Context: an optimization exercise on an open-source flow, tuned for small area. The choices shown serve that exercise and are no tape-out recipe. RTL that was checked went through simulation tests only; none was proved equivalent to the original. The flow treats the clock pin as an ideal source. Dropping or thinning the clock tree relies on that and would not hold on a real chip. Power figures rest on the tool's default switching activity, not on a simulated workload.

## taxi
module taxi(
    input CLK,           
    input RST,           
    input SW0,           
    input [1:0] SW,      
    input BTN1,          
    input BTN2,          
    input BTN3,          
    output [1:0] LD6_7,
    output [7:0] DISP1,
    output [3:0] AN1,
    output [3:0] LD0_3,
    output LD5
    );
==> module display, before the edit <==
module display (
    input CLK, input RST, input [1:0] SW, input BTN2, input flag,
    input [3:0] one, input [3:0] two, input [3:0] three, input [3:0] four,
    input [3:0] t1, input [3:0] t2, input [3:0] t3, input [3:0] t4,
    output [3:0] AN2, output [7:0] DISP1
    );
reg [2:0] cnt1;      
reg [4:0] count;     
reg off;             
reg [1:0] pos;       
reg [3:0] code;      
wire stepd = cnt1[2] & ~cnt1[1];
reg lit;
reg [1:0] k;
always @(*) begin
    case (SW)
        2'd0: begin lit = 1'b1;              k = count[1:0]; end
        2'd1: begin lit = ~count[0];         k = count[2:1]; end
        2'd2: begin lit = count[1:0] == 0;   k = count[3:2]; end
        default: begin lit = count[2:0] == 0; k = count[4:3]; end
    endcase
end
wire dash = ~BTN2 & flag;
wire f = ~BTN2 & ~flag;
wire sf0 = f & ~k[1] & ~k[0], sf1 = f & ~k[1] & k[0], sf2 = f & k[1] & ~k[0], sf3 = f & k[1] & k[0];
wire st0 = BTN2 & ~k[1] & ~k[0], st1 = BTN2 & ~k[1] & k[0], st2 = BTN2 & k[1] & ~k[0], st3 = BTN2 & k[1] & k[0];
wire [3:0] dsel = ({4{sf0}} & one) | ({4{sf1}} & two) | ({4{sf2}} & three) | ({4{sf3}} & four) |
                  ({4{st0}} & t1) | ({4{st1}} & t2) | ({4{st2}} & t3) | ({4{st3}} & t4) | {4{dash}};
wire zf1 = one == 0, zf2 = two == 0, zt1 = t1 == 0, zt2 = t2 == 0;
wire blank = (sf0 & zf1) | (sf1 & zf1 & zf2) | (st0 & zt1) | (st1 & zt1 & zt2);
always @(posedge CLK) begin
    if (RST) cnt1 <= 3'b000;
    else cnt1 <= {cnt1[1:0], ~cnt1[2]};
    if (RST) begin
        count <= 0;
        off <= 1'b1;
    end else if (stepd) begin
        count <= count + 1;
        off <= ~lit | blank;
    end
    if (stepd) begin
        pos <= k;
        code <= dsel;
    end
end
assign AN2[0] = off | pos[1] | pos[0];
assign AN2[1] = off | pos[1] | ~pos[0];
assign AN2[2] = off | ~pos[1] | pos[0];
assign AN2[3] = off | ~pos[1] | ~pos[0];
wire [3:0] c = code;
wire isdash = c[3] & c[2];
wire sa = (c[3] & c[2]) | (c[2] & ~c[1] & ~c[0]) | (~c[3] & ~c[2] & ~c[1] & c[0]);
wire sb = ~((~c[2]) | (~c[3] & c[1] & c[0]) | (~c[1] & ~c[0]));
wire sc = (c[3] & c[1]) | (~c[2] & c[1] & ~c[0]);
wire sd = (c[2] & ~c[1] & ~c[0]) | (c[2] & c[1] & c[0]) | (~c[3] & ~c[2] & ~c[1] & c[0]);
wire se = (c[0]) | (c[2] & ~c[1]);
wire sf = (~c[2] & c[1]) | (c[1] & c[0]) | (~c[3] & ~c[2] & c[0]);
wire sg = (~c[3] & c[2] & c[1] & c[0]) | (~c[3] & ~c[2] & ~c[1]);
assign DISP1 = {~pos[1] | pos[0] | isdash, sg, sf, se, sd, sc, sb, sa};
endmodule
clock: 10.0 ns
lec_check: 0
cap_margin: 20
core_margin: 2
core_utilization: 40
slew_margin: 20
synth_hierarchical: 1
standard.sh (not shown) runs the stock make flow with config.mk's settings and CLKGATE_MAP_FILE= SYNTH_SCRIPT=/design/flow/synth_recipe.tcl, a recipe that flattens the netlist after the stock synthesis.
==> flow/flow/run.sh <==
#!/bin/bash
# Layout flow: ORFS's own steps through standard.sh, with
#  - synthesis: ORFS's synth script with an area-oriented ABC script
#    (flow/area.abc) and without the full/half-adder cell extraction; the
#    registers are those of the standard synthesis, only the mapping of the
#    logic between them differs,
#  - port buffers: the smallest buffer cell,
#  - clock tree (flow/cts.tcl): the clock port drives a few clock buffers,
#    each at the centre of a group of flip-flops, instead of an H-tree.
# Each step's full output goes to its own log file in this folder.
set -euo pipefail
W=$(pwd)
F=$W/flow

sed -e 's|log_cmd abc {\*}$abc_args|log_cmd abc -script $::env(FLOW_ABC_SCRIPT) {*}[lrange $abc_args 2 end]|' \
    "$FLOW_HOME/scripts/synth.tcl" > "$W/flow_synth.tcl"
grep -q 'FLOW_ABC_SCRIPT' "$W/flow_synth.tcl"
sed -e "s|source \$::env(SCRIPTS_DIR)/synth.tcl|source $W/flow_synth.tcl|" "$W/synth_recipe.tcl" > "$W/flow_synth_recipe.tcl"
grep -q 'flow_synth.tcl' "$W/flow_synth_recipe.tcl"
export FLOW_ABC_SCRIPT=$F/area.abc
export FLOW_CTS_NBUF=${FLOW_CTS_NBUF:-3}
export FLOW_CTS_BUF=${FLOW_CTS_BUF:-sky130_fd_sc_hd__buf_12}
export FLOW_CLK_PORT=CLK

ARGS=(SYNTH_SCRIPT="$W/flow_synth_recipe.tcl" ADDER_MAP_FILE=
      BUFFER_PORTS_ARGS="-buffer_cell sky130_fd_sc_hd__buf_1"
      MIN_BUF_CELL_AND_PORTS="sky130_fd_sc_hd__buf_1 A X")
bash standard.sh "${ARGS[@]}" synth > "$W/log_synth.txt" 2>&1
bash standard.sh "${ARGS[@]}" floorplan > "$W/log_floorplan.txt" 2>&1
bash standard.sh "${ARGS[@]}" place > "$W/log_place.txt" 2>&1
bash standard.sh "${ARGS[@]}" RUN_SCRIPT="$F/cts.tcl" RUN_LOG_NAME_STEM=4_1_cts run > "$W/log_cts.txt" 2>&1
R=$W/orfs/results/$FLOW_PLATFORM/taxi/base
test -f "$R/4_1_cts.odb" && test -f "$R/4_cts.sdc"
cp "$R/4_1_cts.odb" "$R/4_cts.odb"
touch "$R/4_cts.sdc"
bash standard.sh "${ARGS[@]}" route > "$W/log_route.txt" 2>&1
bash standard.sh "${ARGS[@]}" finish > "$W/log_finish.txt" 2>&1
test -f "$W/out/final.def"
Other scripts of this flow, unchanged in this note and not shown: flow/flow/area.abc, flow/flow/cts.tcl
Rerun with:
--- a/flow/design.v
+++ b/flow/design.v
@@ -142,7 +142,6 @@
     );
 reg [2:0] cnt1;      
 reg [4:0] count;     
-reg off;             
 reg [1:0] pos;       
 reg [3:0] code;      
 wire stepd = cnt1[2] & ~cnt1[1];
@@ -162,27 +161,25 @@
 wire st0 = BTN2 & ~k[1] & ~k[0], st1 = BTN2 & ~k[1] & k[0], st2 = BTN2 & k[1] & ~k[0], st3 = BTN2 & k[1] & k[0];
 wire [3:0] dsel = ({4{sf0}} & one) | ({4{sf1}} & two) | ({4{sf2}} & three) | ({4{sf3}} & four) |
                   ({4{st0}} & t1) | ({4{st1}} & t2) | ({4{st2}} & t3) | ({4{st3}} & t4) | {4{dash}};
-wire zf1 = one == 0, zf2 = two == 0, zt1 = t1 == 0, zt2 = t2 == 0;
-wire blank = (sf0 & zf1) | (sf1 & zf1 & zf2) | (st0 & zt1) | (st1 & zt1 & zt2);
+wire z1 = BTN2 ? (t1 == 0) : (one == 0);
+wire blank = ~k[1] & k[0] & (dsel == 0) & z1;
 always @(posedge CLK) begin
     if (RST) cnt1 <= 3'b000;
     else cnt1 <= {cnt1[1:0], ~cnt1[2]};
     if (RST) begin
         count <= 0;
-        off <= 1'b1;
+        pos <= 0;
+        code <= 0;
     end else if (stepd) begin
         count <= count + 1;
-        off <= ~lit | blank;
+        pos <= (lit & ~blank) ? k : 2'd0;
+        code <= lit ? dsel : 4'd0;
     end
-    if (stepd) begin
-        pos <= k;
-        code <= dsel;
-    end
-end
-assign AN2[0] = off | pos[1] | pos[0];
-assign AN2[1] = off | pos[1] | ~pos[0];
-assign AN2[2] = off | ~pos[1] | pos[0];
-assign AN2[3] = off | ~pos[1] | ~pos[0];
+end
+assign AN2[0] = pos[1] | pos[0] | (code == 4'd0);
+assign AN2[1] = pos[1] | ~pos[0];
+assign AN2[2] = ~pos[1] | pos[0];
+assign AN2[3] = ~pos[1] | ~pos[0];
 wire [3:0] c = code;
 wire isdash = c[3] & c[2];
 wire sa = (c[3] & c[2]) | (c[2] & ~c[1] & ~c[0]) | (~c[3] & ~c[2] & ~c[1] & c[0]);
What happened:
- cell count rose slightly
- power went down by a few percent
- setup slack is about the same
- wire length came out lower slightly
- design area came out lower slightly
- worst hold slack gains 0.015 ns
- via count came out lower slightly
- sequential power falls by a few percent
- die area decreases slightly
No functional check of the RTL was part of the second run of this note. In every run of this note, the design's own scripts or RTL, not TritonCTS, make the clock network.

==> static timing again, ports no longer ideal <==
In the flow no input, the clock included, has a driving cell. The finished layouts below were timed again as built, in two steps. Step 1 (the two cells are an assumption about what drives the block):
set clk [get_ports {CLK}]
set_driving_cell -lib_cell sky130_fd_sc_hd__clkbuf_16 $clk
set_driving_cell -lib_cell sky130_fd_sc_hd__buf_2 [delete_from_list [all_inputs] $clk]
Step 2 adds t to the input delays and takes it off the output delays; t is the mean of the earliest and latest rising clock arrival at the registers after step 1. Input paths then give back, and output paths get back, about the clock's delay inside the block. Three values: ideal, step 1, step 2; two values: the first two.
run	t (ns)	slack for setup (ns)	clock arrival spread, ns	worst slew at a driven data input, ns	pins driven straight from the clock port
the first run	0.206	3.437 / 3.437 / 3.437	0.013 / 0.014	0.03	3
the second run	0.203	3.439 / 3.438 / 3.438	0.022 / 0.023	0.04	3
After both steps setup and hold are still met in every run listed. For the second run, which loses most, drivers alone change the setup slack by -0.001 ns; drivers and shift together by -0.001 ns.
